Context: an optimization exercise on an open-source flow, tuned for small area. The choices shown serve that exercise and are no tape-out recipe. At most, simulation tests tie the RTL to the original design; equivalence was not proved. Power is estimated from default activity; no workload was simulated.

## lookahead_router
module lookahead_router
  #(
    parameter bit FlowControl = 1'b0,   
    parameter int unsigned DataWidth = 32,
    parameter int unsigned PortWidth = DataWidth + 2,
    parameter bit [4:0] Ports = 5'b11111
    )
  (
   input  logic clk,
   input  logic rst,
   input  logic [7:0] position,
   input  logic [PortWidth-1:0] data_n_in,
   input  logic [PortWidth-1:0] data_s_in,
   input  logic [PortWidth-1:0] data_w_in,
   input  logic [PortWidth-1:0] data_e_in,
   input  logic [PortWidth-1:0] data_p_in,
   input  logic [4:0] data_void_in,
   output logic [4:0] stop_out,
   output logic [PortWidth-1:0] data_n_out,
   output logic [PortWidth-1:0] data_s_out,
   output logic [PortWidth-1:0] data_w_out,
   output logic [PortWidth-1:0] data_e_out,
   output logic [PortWidth-1:0] data_p_out,
   output logic [4:0] data_void_out,
   input  logic [4:0] stop_in
   );
  localparam int unsigned HeadBit = PortWidth - 1;
  localparam int unsigned TailBit = PortWidth - 2;
  ...
Settings: LEC_CHECK=0, CAP_MARGIN=10, CORE_MARGIN=2, CORE_UTILIZATION=55, CTS_CLUSTER_DIAMETER=100, CTS_CLUSTER_SIZE=25, PLACE_DENSITY=0.7, SETUP_SLACK_MARGIN=0.0, SLEW_MARGIN=10; clock period 5.5 ns.
standard.sh (not shown) runs the stock make flow with config.mk's settings and CLKGATE_MAP_FILE= SYNTH_SCRIPT=/design/flow/synth_recipe.tcl, a recipe that flattens the netlist after the stock synthesis.
==> flow/flow/run.sh <==
#!/bin/bash
# Layout flow: the standard ORFS flow (standard.sh) with these changes:
#  - synthesis is the standard one (synth_recipe.tcl, same passes, same registers), except that the
#    final ABC technology mapping uses an area-oriented script (flow/area.abc);
#  - ports are buffered with the smallest buffer (sky130_fd_sc_hd__buf_1);
#  - clock tree synthesis adds no dummy loads (CTS_ARGS repeats ORFS's arguments and
#    config.mk's cluster settings, plus -dont_use_dummy_load).
# Each tool's full output goes to the ORFS logs under orfs/logs/; make's output to flow_make.log.
set -euo pipefail
here=$(pwd)
export MY_ABC_SCRIPT="$here/flow/area.abc"
export BUFFER_PORTS_ARGS="-buffer_cell sky130_fd_sc_hd__buf_1"
export CTS_ARGS="-sink_clustering_enable -repair_clock_nets -sink_clustering_size 25 -sink_clustering_max_diameter 100 -dont_use_dummy_load"
# Synthesis script: the standard flow's, with abc's -script argument pointing at flow/area.abc
{
  echo 'proc abc {args} {'
  echo '  set i [lsearch $args -script]'
  echo '  if { $i >= 0 } { lset args [expr {$i + 1}] $::env(MY_ABC_SCRIPT) }'
  echo '  yosys abc {*}$args'
  echo '}'
  cat synth_recipe.tcl
} > "$here/area_synth.tcl"
sed "s#SYNTH_SCRIPT=[^ ]*#SYNTH_SCRIPT=$here/area_synth.tcl#" standard.sh > "$here/area_standard.sh"
grep -q "SYNTH_SCRIPT=$here/area_synth.tcl" "$here/area_standard.sh"
bash "$here/area_standard.sh" finish > flow_make.log 2>&1
==> flow/flow/area.abc <==
strash
&get -n
&st
&dch
&nf -a -p -F 6 -A 6
&put
strash
&get -n
&st
&dch -f
&nf -a -p -F 6 -A 6
&put
strash
&get -n
&st
&dch
&nf -a -p -F 10 -A 10 -C 24
&put
topo
The baseline finished clean.
Change:
--- a/flow/flow/run.sh
+++ b/flow/flow/run.sh
@@ -1,8 +1,6 @@
 #!/bin/bash
-# Layout flow: the standard ORFS flow (standard.sh) with these changes:
+# Layout flow: the standard ORFS flow (standard.sh) with two changes:
 #  - synthesis is the standard one (synth_recipe.tcl, same passes, same registers), except that the
 #    final ABC technology mapping uses an area-oriented script (flow/area.abc);
-#  - ports are buffered with the smallest buffer (sky130_fd_sc_hd__buf_1);
-#  - clock tree synthesis adds no dummy loads (CTS_ARGS repeats ORFS's arguments and
-#    config.mk's cluster settings, plus -dont_use_dummy_load).
+#  - ports are buffered with the smallest buffer (sky130_fd_sc_hd__buf_1).
 # Each tool's full output goes to the ORFS logs under orfs/logs/; make's output to flow_make.log.
@@ -12,3 +10,2 @@
 export BUFFER_PORTS_ARGS="-buffer_cell sky130_fd_sc_hd__buf_1"
-export CTS_ARGS="-sink_clustering_enable -repair_clock_nets -sink_clustering_size 25 -sink_clustering_max_diameter 100 -dont_use_dummy_load"
 # Synthesis script: the standard flow's, with abc's -script argument pointing at flow/area.abc
CAP_MARGIN = 20   (was 10)
CTS_CLUSTER_DIAMETER = 80   (was 100)
CTS_CLUSTER_SIZE = 28   (was 25)
SLEW_MARGIN = 20   (was 10)
Routed wire length hardly moves.
Sequential share of layout area shrinks by 0.48 points.
Cell area grows by about 0.7%.
Maximum frequency grows by 2.4%.
Worst hold slack hardly moves.
Change:
==> flow/flow/area.abc (replaced) <==
strash
&get -n
&st
&dch
&nf -a -p -F 6 -A 6
&put
topo
CORE_UTILIZATION = 65   (was 55)
CTS_CLUSTER_DIAMETER = 100   (was 80)
CTS_CLUSTER_SIZE = 25   (was 28)
PLACE_DENSITY = 0.8   (was 0.7)
=> Final cell count is lower by about 1.4%. Routed wire length goes down by 1.5%. Total power rises by about 23%. Fmax decreases by 0.66%. Synthesized cell count went up by about 2%.

* * *

Another version of the RTL of lookahead_router (not shown whole).
Size in the first run: ~910 flip-flops, about 370 I/O pins, about 37000 um2 of cells after synthesis.
Settings: LEC_CHECK=0, CAP_MARGIN=5, CORE_MARGIN=2, CORE_UTILIZATION=55, CTS_CLUSTER_DIAMETER=60, CTS_CLUSTER_SIZE=30, PLACE_DENSITY=0.7, SETUP_SLACK_MARGIN=0.0, SLEW_MARGIN=5; clock period 5.5 ns.
==> flow/flow/run.sh <==
#!/bin/bash
# Layout flow: the standard ORFS flow (standard.sh) with two changes:
#  - synthesis is the standard one (synth_recipe.tcl, same passes, same registers), except that the
#    final ABC technology mapping uses an area-oriented script (flow/area.abc);
#  - ports are buffered with the smallest buffer (sky130_fd_sc_hd__buf_1).
# Each tool's full output goes to the ORFS logs under orfs/logs/; make's output to flow_make.log.
set -euo pipefail
here=$(pwd)
export MY_ABC_SCRIPT="$here/flow/area.abc"
export BUFFER_PORTS_ARGS="-buffer_cell sky130_fd_sc_hd__buf_1"
# Synthesis script: the standard flow's, with abc's -script argument pointing at flow/area.abc
{
  echo 'proc abc {args} {'
  echo '  set i [lsearch $args -script]'
  echo '  if { $i >= 0 } { lset args [expr {$i + 1}] $::env(MY_ABC_SCRIPT) }'
  echo '  yosys abc {*}$args'
  echo '}'
  cat synth_recipe.tcl
} > "$here/area_synth.tcl"
sed "s#SYNTH_SCRIPT=[^ ]*#SYNTH_SCRIPT=$here/area_synth.tcl#" standard.sh > "$here/area_standard.sh"
grep -q "SYNTH_SCRIPT=$here/area_synth.tcl" "$here/area_standard.sh"
bash "$here/area_standard.sh" finish > flow_make.log 2>&1
==> flow/flow/area.abc <==
strash
&get -n
&st
&dch
&nf -a -p -F 6 -A 6
&put
topo
==> next run, changes <==
Settings changed: CAP_MARGIN 5 to 20, CTS_CLUSTER_DIAMETER 60 to 100, CTS_CLUSTER_SIZE 30 to 25, SLEW_MARGIN 5 to 20.
=> Area after synthesis does not change; die area does not change; cell count went down slightly; routed wire length hardly moves; register-to-register slack is better by 0.02 ns; count of clock-buffer cells in the layout climbs by 13; setup slack gains 0.018 ns; global-route usage hardly moves; clock skew came out lower by 0.042 ns.
No functional check of the RTL was part of any run of this note.

* * *

## P
lookahead_router with an RTL version that a note above also has.
Size: ~2,500 cells after synthesis, ~910 flip-flops, ~370 I/O pins, ~37,000 um2 of cells after synthesis.
==> flow/config.mk <==
export PLATFORM = sky130hd
export DESIGN_NAME = lookahead_router
export DESIGN_NICKNAME = lookahead_router
export VERILOG_FILES = /design/flow/design.v
export SDC_FILE = /design/flow/constraint.sdc
export NUM_CORES = 4
export LEC_CHECK = 0
export CAP_MARGIN = 10
export CORE_MARGIN = 2
export CORE_UTILIZATION = 45
export CTS_CLUSTER_DIAMETER = 100
export CTS_CLUSTER_SIZE = 28
export PLACE_DENSITY = 0.6
export SETUP_SLACK_MARGIN = 0.0
export SLEW_MARGIN = 10
==> flow/constraint.sdc <==
create_clock -name core_clock -period 5.5 [get_ports {clk}]
set_input_delay 1.1000 -clock core_clock [delete_from_list [all_inputs] [get_ports {clk}]]
set_output_delay 1.1000 -clock core_clock [all_outputs]
set_load 0.01 [all_outputs]
==> flow/flow/run.sh <==
#!/bin/bash
# Layout flow: the standard ORFS flow (standard.sh) with these changes:
#  - synthesis is the standard one (synth_recipe.tcl, same passes, same registers), except that the
#    final ABC technology mapping uses an area-oriented script (flow/area.abc);
#  - ports are buffered with the smallest buffer (sky130_fd_sc_hd__buf_1);
#  - clock tree synthesis adds no dummy loads (CTS_ARGS repeats ORFS's arguments and
#    config.mk's cluster settings, plus -dont_use_dummy_load).
# Each tool's full output goes to the ORFS logs under orfs/logs/; make's output to flow_make.log.
set -euo pipefail
here=$(pwd)
export MY_ABC_SCRIPT="$here/flow/area.abc"
export BUFFER_PORTS_ARGS="-buffer_cell sky130_fd_sc_hd__buf_1"
export CTS_ARGS="-sink_clustering_enable -repair_clock_nets -sink_clustering_size 28 -sink_clustering_max_diameter 100 -dont_use_dummy_load"
# Synthesis script: the standard flow's, with abc's -script argument pointing at flow/area.abc
{
  echo 'proc abc {args} {'
  echo '  set i [lsearch $args -script]'
  echo '  if { $i >= 0 } { lset args [expr {$i + 1}] $::env(MY_ABC_SCRIPT) }'
  echo '  yosys abc {*}$args'
  echo '}'
  cat synth_recipe.tcl
} > "$here/area_synth.tcl"
sed "s#SYNTH_SCRIPT=[^ ]*#SYNTH_SCRIPT=$here/area_synth.tcl#" standard.sh > "$here/area_standard.sh"
grep -q "SYNTH_SCRIPT=$here/area_synth.tcl" "$here/area_standard.sh"
bash "$here/area_standard.sh" finish > flow_make.log 2>&1
==> flow/flow/area.abc <==
strash
&get -n
&st
&dch
&nf -a -p -F 6 -A 6
&put
strash
&get -n
&st
&dch -f
&nf -a -p -F 6 -A 6
&put
strash
&get -n
&st
&dch
&nf -a -p -F 10 -A 10 -C 24
&put
topo
Modified inputs, Q compared to P
Settings: a change of CAP_MARGIN from 10 to 20; a change of CORE_UTILIZATION from 45 to 55; a change of SLEW_MARGIN from 10 to 20; a change of CTS_CLUSTER_SIZE from 28 to 25; a change of PLACE_DENSITY from 0.6 to 0.7.
==> flow/flow/run.sh <==
#!/bin/bash
# Layout flow: the standard ORFS flow (standard.sh) with two changes:
#  - synthesis is the standard one (synth_recipe.tcl, same passes, same registers), except that the
#    final ABC technology mapping uses an area-oriented script (flow/area.abc);
#  - ports are buffered with the smallest buffer (sky130_fd_sc_hd__buf_1).
# Each tool's full output goes to the ORFS logs under orfs/logs/; make's output to flow_make.log.
set -euo pipefail
here=$(pwd)
export MY_ABC_SCRIPT="$here/flow/area.abc"
export BUFFER_PORTS_ARGS="-buffer_cell sky130_fd_sc_hd__buf_1"
# Synthesis script: the standard flow's, with abc's -script argument pointing at flow/area.abc
{
  echo 'proc abc {args} {'
  echo '  set i [lsearch $args -script]'
  echo '  if { $i >= 0 } { lset args [expr {$i + 1}] $::env(MY_ABC_SCRIPT) }'
  echo '  yosys abc {*}$args'
  echo '}'
  cat synth_recipe.tcl
} > "$here/area_synth.tcl"
sed "s#SYNTH_SCRIPT=[^ ]*#SYNTH_SCRIPT=$here/area_synth.tcl#" standard.sh > "$here/area_standard.sh"
grep -q "SYNTH_SCRIPT=$here/area_synth.tcl" "$here/area_standard.sh"
bash "$here/area_standard.sh" finish > flow_make.log 2>&1
==> flow/flow/area.abc <==
strash
&get -n
&st
&dch
&nf -a -p -F 6 -A 6
&put
topo
==> comparison <==
Comparing part of the power in the clock network for P and Q, the smaller number came from Q.
Going from P to Q, total of flip-flops plus latches after synthesis was more or less identical; fraction of met1 tracks used by global routing saw an increase; power rose 4.3 mW; via count of the first global-routing pass climbed 682.
In Q the routed wire length turned out about 2.8% lower than in P.
The flow did not stop early for Q: all stages ran, and the layout cleared the timing, DRC and antenna checks.
Delta (Q minus P): clock skew decreased 0.067 ns; clock network latency to the later pin of the worst-skew pair essentially unchanged.
Edits applied to the flow inputs when going from Q to R:
Settings: swapping 55 for 45 in CORE_UTILIZATION; swapping 0.7 for 0.6 in PLACE_DENSITY; swapping 20 for 10 in SLEW_MARGIN; swapping 20 for 10 in CAP_MARGIN.
--- a/flow/flow/run.sh
+++ b/flow/flow/run.sh
@@ -1,7 +1,9 @@
 #!/bin/bash
-# Layout flow: the standard ORFS flow (standard.sh) with two changes:
+# Layout flow: the standard ORFS flow (standard.sh) with these changes:
 #  - synthesis is the standard one (synth_recipe.tcl, same passes, same registers), except that the
 #    final ABC technology mapping uses an area-oriented script (flow/area.abc);
-#  - ports are buffered with the smallest buffer (sky130_fd_sc_hd__buf_1).
+#  - ports are buffered with the smallest buffer (sky130_fd_sc_hd__buf_1);
+#  - clock tree synthesis adds no dummy loads (CTS_ARGS repeats ORFS's arguments and
+#    config.mk's cluster settings, plus -dont_use_dummy_load).
 # Each tool's full output goes to the ORFS logs under orfs/logs/; make's output to flow_make.log.
 set -euo pipefail
@@ -9,4 +11,5 @@
 export MY_ABC_SCRIPT="$here/flow/area.abc"
 export BUFFER_PORTS_ARGS="-buffer_cell sky130_fd_sc_hd__buf_1"
+export CTS_ARGS="-sink_clustering_enable -repair_clock_nets -sink_clustering_size 25 -sink_clustering_max_diameter 100 -dont_use_dummy_load"
 # Synthesis script: the standard flow's, with abc's -script argument pointing at flow/area.abc
 {
==> flow/flow/area.abc <==
strash
&get -n
&st
&dch
&nf -a -p -F 6 -A 6
&put
strash
&get -n
&st
&dch -f
&nf -a -p -F 6 -A 6
&put
strash
&get -n
&st
&dch
&nf -a -p -F 10 -A 10 -C 24
&put
topo
## What came out
Q -> R: total leakage power decreased slightly
Looking at R and Q, the fraction of synthesized area in multiplexers is a wash.
Q has higher data required time of the critical path than R.
The final antenna-violating net count was comparable across R and Q.
Taking Q as the reference, in R worst setup slack moved up; clock skew higher; number of buffers inserted for hold repair after clock tree synthesis about even; routed length on met3 decreased 140 um.

==> separate check: timing with driven ports <==
Ports are ideal in the flow. The routed layouts listed here were re-timed in OpenROAD. Step 1 (the two cells are an assumption about what drives the block):
set clk [get_ports {clk}]
set_driving_cell -lib_cell sky130_fd_sc_hd__clkbuf_16 $clk
set_driving_cell -lib_cell sky130_fd_sc_hd__buf_2 [delete_from_list [all_inputs] $clk]
Step 2 adds t to the input delays and takes it off the output delays; t is the mean of the earliest and latest rising clock arrival at the registers after step 1. Input paths then give back, and output paths get back, about the clock's delay inside the block. a / b / c = no drivers / after step 1 / after step 2; a / b = the first two.
run	t (ns)	slack for setup (ns)	slew at the worst register clock pin (ns)
the first run of note 1	0.665	0.528 / 0.528 / 0.438	0.11 / 0.11
the second run of note 1	0.677	0.644 / 0.644 / 0.534	0.12 / 0.12
the third run of note 1	0.702	0.611 / 0.611 / 0.611	0.11 / 0.11
the first run of note 2	0.719	0.262 / 0.262 / 0.262	0.11 / 0.11
the second run of note 2	0.685	0.280 / 0.280 / 0.280	0.11 / 0.11
P	0.651	0.760 / 0.760 / 0.500	0.12 / 0.12
Q	0.672	0.606 / 0.606 / 0.391	0.10 / 0.10
R	0.669	0.755 / 0.755 / 0.519	0.10 / 0.10
After both steps setup and hold are still met in every run listed. The setup slack of P, which loses most, moves by 0.000 ns with the drivers and by -0.260 ns with both steps.
